From an optimization exercise on the open Yosys and OpenROAD flow, aimed at small area; shortcuts taken in it are not production practice.
Only simulation tests tie the RTL to the original design; equivalence was not proved.
Power and IR drop assume default switching activity.

==> design/flow/design.v <==
module debounce
    #(
        parameter clk_freq = 50_000_000,
        parameter stable_time = 10
    )
    (
        input logic clk,
        input logic rst,
        input logic button,
        output logic result
    );
    logic sig;
    logic [31:0] count;
    localparam max_delay = clk_freq*stable_time/1024;
    always_ff @( posedge clk, posedge rst ) begin
        if (rst) begin
            sig <= 1'b0;
            count <= 0;
        end
        else begin
            if (button) begin
                if (count == max_delay) begin
                    sig <= 1'b1;
                end
                count <= count + 1;
            end
            else begin
                sig <= 1'b0;
                count <= 0;
            end
        end
    end
    assign result = sig;
endmodule
module single_pulse_detector 
    #(
        parameter detect_type = 2'b0
    )
    (
        input logic clk,
        input logic rst,
        input logic input_signal,
        output logic output_pulse
    );
    logic ff0;
    logic ff1;
    always_ff@(posedge clk, posedge rst) begin
        if (rst) begin
            ff0 <= 1'b0;
            ff1 <= 1'b0;
        end
        else begin
            ff0 <= input_signal;
            ff1 <= ff0;
        end
    end
    always_comb begin
        if (detect_type == 2'b00)
            output_pulse = ~ff1 & ff0;
        else if (detect_type == 2'b01)
            output_pulse = ~ff0 & ff1;
        else if (detect_type == 2'b10)
            output_pulse = ff0 ^ ff1;
        else
            output_pulse = 1'b0;
    end
endmodule
module disp_ctrl (
    input logic clk,
    input logic rst,
    input logic [15:0] disp_val,
    output logic [6:0] seg_out
);
logic [6:0] seg_dec;
logic       seg_vld;
logic [6:0] seg_hold;
always_comb begin
    seg_vld = 1'b1;
    seg_dec = seg_hold;
    case (disp_val)
        16'b0000000000000001: seg_dec = 7'b1111110;  
        16'b0000000000000010: seg_dec = 7'b0110000;  
        16'b0000000000000100: seg_dec = 7'b1101101;  
        16'b0000000000001000: seg_dec = 7'b1111001;  
        16'b0000000000010000: seg_dec = 7'b0110011;  
        16'b0000000000100000: seg_dec = 7'b1011011;  
        16'b0000000001000000: seg_dec = 7'b1011111;  
        16'b0000000010000000: seg_dec = 7'b1110000;  
        16'b0000000100000000: seg_dec = 7'b1111111;  
        16'b0000001000000000: seg_dec = 7'b1110011;  
        16'b0000010000000000: seg_dec = 7'b1110111;  
        16'b0000100000000000: seg_dec = 7'b0011111;  
        16'b0001000000000000: seg_dec = 7'b1001110;  
        16'b0010000000000000: seg_dec = 7'b0111101;  
        16'b0100000000000000: seg_dec = 7'b1001111;  
        16'b1000000000000000: seg_dec = 7'b1000111;  
        default: seg_vld = 1'b0;
    endcase
end
always_ff @(posedge clk, posedge rst) begin
    if (rst)
        seg_hold <= 7'b0;
    else if (seg_vld)
        seg_hold <= seg_dec;
end
assign seg_out = seg_dec;
endmodule
module decoder 
#(
    parameter clk_freq = 50_000_000,
    parameter stable_time = 10
)
(
    input logic clk,
    input logic rst,
    input logic [3:0] row,
    output logic [3:0] col,
    output logic [15:0] keys
);
localparam keypad_size = 16;
localparam max_delay = 16;
logic [3:0] row_int;
logic [(keypad_size-1):0] keys_int;
logic [(keypad_size-1):0] keys_stored;
logic [(keypad_size-1):0] presses;
logic [31:0] count;
genvar i;
generate
    for (i = 0; i<keypad_size; i++) begin
       debounce
    #(
        .clk_freq(clk_freq),
        .stable_time(stable_time)
    )
    db_i
    (
        .clk(clk),
        .rst(rst),
        .button(keys_stored[i]),
        .result(keys[i])
    ); 
    end    
endgenerate
always_ff @(posedge clk) begin : synchronizer
    if (rst) begin
        row_int <= 0;
    end
    else begin
        row_int <= row;
    end
end
integer  j;
always_ff @( posedge rst, posedge clk ) begin : capture_keys 
    if (rst) begin
        col <= 4'b1111;
        keys_int <= 0;
        keys_stored <= 0;
        count <= 0;
        presses <= 0;
    end
    else begin
        presses <= 0;
        if (count < max_delay-1) begin  
            count <= count + 1;
        end
        else begin
            count <= 0;
            case (col)
                4'b1111: begin     
                    for (j = 0; j < keypad_size; j++) begin
                        if (keys_int[j] == 1) begin
                            presses <= presses + 1;
                        end
                    end
                    if (presses < 2) begin
                        keys_stored <= keys_int;
                    end
                    else begin
                        keys_stored <= 0;
                    end
                    keys_int <= 0;
                    col <= 4'b0111;
                end
                4'b0111: begin
                    keys_int[1] <= ~row_int[3];
                    keys_int[4] <= ~row_int[2];
                    keys_int[7] <= ~row_int[1];
                    keys_int[0] <= ~row_int[0];
                    col <= 4'b1011;
                end
                4'b1011: begin
                    keys_int[2] <= ~row_int[3];
                    keys_int[5] <= ~row_int[2];
                    keys_int[8] <= ~row_int[1];
                    keys_int[15] <= ~row_int[0];
                    col <= 4'b1101;
                end
                4'b1101: begin
                    keys_int[3] <= ~row_int[3];
                    keys_int[6] <= ~row_int[2];
                    keys_int[9] <= ~row_int[1];
                    keys_int[14] <= ~row_int[0];
                    col <= 4'b1110;
                end
                4'b1110: begin
                    keys_int[10] <= ~row_int[3];
                    keys_int[11] <= ~row_int[2];
                    keys_int[12] <= ~row_int[1];
                    keys_int[13] <= ~row_int[0];
                    col <= 4'b1111;
                end
            endcase
        end
    end
end
endmodule
module ssd_top
#(
    parameter clk_freq = 1_024_000,
    parameter stable_time = 5
)
(
    input logic clk, 
    input logic [1:0] btn,
    input logic sw,
    output logic led,
    output logic [6:0] seg,
    output logic chip_sel,
    input logic [3:0] row,
    output logic [3:0] col
);
localparam max_delay = clk_freq*stable_time/1024;
localparam keypad_size = 16;
localparam btn_size = 2;
logic rst;
logic c_sel;
logic [(keypad_size -1):0] keys;
logic [(keypad_size -1):0] keys_pulse;
logic btn1_debounce;
logic btn1_pulse;
logic [19:0] count_div;
logic [6:0] disp_ctrl_out;
logic [6:0] seg_reg;
logic [6:0] seg1_reg;
logic [6:0] seg2_reg;
logic btn_press_toggle;
decoder  
#(
    .clk_freq(clk_freq),
    .stable_time(stable_time)
)
decoder_i
(
    .clk(clk),
    .rst(rst),
    .row(row),
    .col(col),
    .keys(keys)
);
genvar n;
generate
    for (n = 0; n<keypad_size; n++) begin
        single_pulse_detector sp_i (
            .clk(clk),
            .rst(rst),
            .input_signal(keys[n]),
            .output_pulse(keys_pulse[n])
        );
    end    
endgenerate
disp_ctrl dc_i (
    .clk(clk),
    .rst(rst),
    .disp_val(keys),
    .seg_out(disp_ctrl_out)
);
debounce
#(
    .clk_freq(clk_freq),
    .stable_time(stable_time)
)
db_i
(
    .clk(clk),
    .rst(rst),
    .button(btn[1]),
    .result(btn1_debounce)
); 
single_pulse_detector sp_i (
    .clk(clk),
    .rst(rst),
    .input_signal(btn1_debounce),
    .output_pulse(btn1_pulse)
);
always_ff@(posedge rst, posedge clk) begin
    if (rst) begin
        c_sel <= 1'b0;
        count_div <= 'b0;
    end
    else begin
        if (sw == 0) begin
            if (btn1_pulse) begin
                c_sel <= ~c_sel;
            end
        end
        else begin
            count_div <= count_div + 'b1;
            if (count_div == max_delay) begin
                count_div <= 'b0;
                c_sel <= ~c_sel;
            end
        end
    end
end
always_ff@(posedge clk, posedge rst) begin
    if (rst) begin
        seg1_reg <= 7'b0;
        seg2_reg <= 7'b0;
        btn_press_toggle <= 1'b1;
    end
    else begin
        if (|keys_pulse) begin
            if (sw == 0) begin
                seg1_reg <= disp_ctrl_out;
            end
            else begin
                if (btn_press_toggle) begin
                    seg1_reg <= disp_ctrl_out;
                    seg2_reg <= 0;
                    btn_press_toggle <= 0;
                end
                else begin
                    seg2_reg <= disp_ctrl_out;
                    btn_press_toggle <= 1;
                end
            end
        end
    end
end
always_ff@(posedge clk, posedge rst) begin
    if (rst) begin
        seg_reg <= 0;
    end
    else begin
        if (sw == 0)
            seg_reg <= seg1_reg;
        else 
            if (chip_sel)
                seg_reg <= seg1_reg;
            else
                seg_reg <= seg2_reg;
    end
end
assign seg = seg_reg;
assign rst = btn[0];
assign led = sw;
assign chip_sel = c_sel;
endmodule
==> design/flow/run.sh <==
#!/bin/bash
# synth_recipe.tcl (not shown) runs the flow's synth.tcl, then flattens the netlist and writes it again
# the make line also repeats each setting of config.mk as NAME=value (left out here)
make -C /OpenROAD-flow-scripts/flow DESIGN_CONFIG=/design/flow/config.mk WORK_HOME=/design/flow/orfs CLKGATE_MAP_FILE= SYNTH_SCRIPT=/design/flow/synth_recipe.tcl finish
==> design/flow/config.mk <==
export PLATFORM = sky130hd
export DESIGN_NAME = ssd_top
export DESIGN_NICKNAME = ssd_top
export VERILOG_FILES = /design/flow/design.v
export SDC_FILE = /design/flow/constraint.sdc
export NUM_CORES = 4
export LEC_CHECK = 0
export CAP_MARGIN = 20
export CORE_MARGIN = 2
export CORE_UTILIZATION = 40
export PLACE_DENSITY = 0.6
export SLEW_MARGIN = 20
==> design/flow/constraint.sdc <==
create_clock -name core_clock -period 5.0 [get_ports {clk}]
set_input_delay 1.0000 -clock core_clock [delete_from_list [all_inputs] [get_ports {clk}]]
set_output_delay 1.0000 -clock core_clock [all_outputs]
set_load 0.01 [all_outputs]
==> notes.md <==
area of the mapped netlist 35,600 um2; Area Overhead vs Synth 12.8%; Most common cell on crit path clkdlybuf4s50_1; final worst setup slack 1.59 ns; die area 91,500 um2; CP arrival 2.41 ns; crit start category input pin; total gr overflow 0; xor/xnor share of the synthesized area 0.118; chip height 302 um; Post-synth EDFFs 0; Post-synth ARST share 0.995; Reg with most FFs decoder_i.genblk1.db_i.count; count of cell types in the netlist 70; GR Util All Layers 0.152; hold worst-path end genblk1[11].sp_i.ff1; critical path required time 4.00 ns; # resized after CTS 0; number of global-route vias before repair 23,700; Setup CP Type input pin to output pin; Worst R2R Setup Slack 2.17 ns; Placed Area 37,300 um2; drt pass-1 iters 5; Clock Latency Late Sink 0.62 ns; Simple-Gate Fraction of Synth Area 0.286; largest net degree at the start of global routing 111; CP peak stage delay 0.77 ns; setup bufs post-CTS 0; number of placement rows 109; minimum clock period 3.41 ns; mux contribution to synthesized area 0.00404; Ys Warns 5; drt total wl 67,700 um; total core area 88,400 um2; final instance area 40,200 um2; clk sinks 733; Max Clock Skew 0.0273 ns; share of cells above drive strength 1 0.0611; H-Tree Depth 3; outcome complete, no violations; worst r2r src decoder_i.count[12]; Post-Place Worst Slack 1.59 ns; detailed placement HPWL 43,900 um; top flop regs decoder_i.genblk1.db_i.count (512), db_i.count (32), decoder_i.count (32); crit end category output pin; Setup violations, final 0; Residual DRC 0; Tcrit/Tclk final 0.681; TritonCTS clock tree built; max FFs per register 512; DR vias/cell 5.07; Die Width 302 um; Ports 21; slowest CP cell clkdlybuf4s50_1; GPL Wtd Cong 0.783; Hold-fix buffers, CTS 0; max-slew violation count 0; Synth top area share 0.508; Critical Path, Cell by Cell clkdlybuf4s50_1 -> clkdlybuf4s50_1; adder and majority gate portion of the synthesized area 0.0133; Fin. Hold Viols 0; Pwr Density 315 nW/um2; DRT antenna net count 0; CP bufs+invs 2; reg-to-reg critical path endpoint decoder_i.presses[3]; Slew @ Worst Pin 1.03 ns; top_reg_cell synth dfrtp_1; n_diodes 0; initial drt markers 1,444; worst-path fanout max 13; cell family with most CP delay buffers and inverters; root buf cell clkbuf_16; Peak Freq 294 MHz; leak pwr 17.6 nW; Port Buf Inserts 20; TritonCTS Buffers 84; initial antenna violation count 2; Worst Hold Class flop to flop; largest family of logic cells by synthesized area simple AND/OR/NAND/NOR gates; #FFs+latches synth 733; first-pass GRT wire length 118,000 um; Area contributors post-synth dfrtp_1, xnor2_1, and2_1; most frequent cells in the layout dfrtp_1, and2_1, xnor2_1, nand2_1, nand3_1; vias 24,000; routed len/inst 14.3 um; Hold Startpoint genblk1[11].sp_i.ff0; average instance area after synthesis 10.4 um2; Worst IR Drop VDD 0.000219 V; Worst Hold Depth 0; RSZ-0062 raised after global routing false; post-synthesis sequential area ratio 0.514; clk slew on worst S/H paths 0.06 ns; Max-Cap Viols 0; r2r worst-path depth 7; CTS Buffer Depth 3; commonest non-fill, non-tap cell in the layout dfrtp_1; Initial Utilization 0.403; fin nets 3,550; post-synthesis compound-gate area fraction 0.0450; Yosys top cell by area dfrtp_1; Worst slew margin 0.315; cells after synthesis 3,442; fin util 0.455
==> cells by family (layout without fill, tap and decap cells) <==
group	Yosys count	after routing
flip-flops	733	733
AND/OR/NAND/NOR	1761	1761
adder cells (fa/ha/maj)	38	38
XOR/XNOR	479	479
multiplexers	13	13
AO/OA/AOI/OAI	244	244
other	1	28
buffers and inverters	173	271
==> area by class of cell <==
cell class	count	area, um2
Sequential cell	733	18300
Clock inverter	41	557
Multi-Input combinational cell	2563	16700
Timing Repair Buffer	43	485
Clock buffer	108	2340
Inverter	79	300
Tap cell	1165	1460
Fill cell	8352	48200
==> Yosys cell counts, types with 32 or more instances <==
library cell,count
nor4_1,107
and4_1,52
nor3_1,59
and2_1,454
or3_1,78
a21boi_0,71
nor2b_1,61
nor2_1,108
ha_1,38
xnor2_1,332
dfrtp_1,724
xor2_1,147
nand2_1,258
nor4b_1,32
and3_1,102
nand4_1,145
nand3_1,241
inv_1,79
o21ai_0,103
clkbuf_1,82
==> power by group <==
part / internal, mW / switching [mW] / total, mW
registers: 5.98 / 0.0443 / 6.02
clock network: 3.93 / 2.49 / 6.42
logic: 0.0645 / 0.161 / 0.226
==> how the worst max path moves through the flow <==
| stage | from | endpoint | slack (ns) | cells past startpoint |
|---|---|---|---|---|
| 2_1_floorplan | btn[0] | c_sel | -5.98 | 1 |
| 3_3_place_gp | sw | led | 1.60 | 2 |
| 3_5_place_dp | sw | led | 1.59 | 2 |
| 4_1_cts | sw | led | 1.58 | 2 |
| 5_1_grt | sw | led | 1.51 | 2 |
| 6_report | sw | led | 1.59 | 2 |
==> per-layer routing <==
layer,global-route usage,vias up,wire length [um]
li1,-,12000,-
met1,0.226,11700,35200
met2,0.231,219,29200
met3,0.0263,66,2310
met4,0.0373,0,982
met5,0,-,0
==> stage by stage <==
stage                      TNS, ns  power, mW  instances  hold slack [ns]
after global routing             0       13.2       4732            0.374
after floorplan           -4347.82       6.28       3469            0.346
final                            0       12.7       4732            0.360
after detailed placement         0       6.37       4583            0.351
after CTS                        0       12.9       4732            0.363
after global placement           0       6.37       4583            0.349

afterwards: timing with drivers on the ports:
How much do the figures lean on ideal ports? The routed layout below was timed once more, with nothing changed but the port constraints.
Step 1: set_driving_cell puts a clkbuf_16 on clk and a buf_2 on each other input, an assumption about the parent block.
Step 2 times the ports against the registers' clock, not the clock port: input delays grow and output delays shrink by t, the midpoint of the rising clock arrivals with the driver on.
a / b / c = ideal / step 1 / step 2; a / b = the first two.
shift t [ns]: 0.664
setup WS [ns]: 1.593 / 1.569 / 1.569
hold slack, ns: 0.360 / 0.360 / 0.360
worst setup path at the end: input to output
slew at the worst register clock pin (ns): 0.06 / 0.06
After both steps this run still meets setup and hold. The setup slack of this run moves by -0.024 ns with the drivers and by -0.024 ns with both steps.
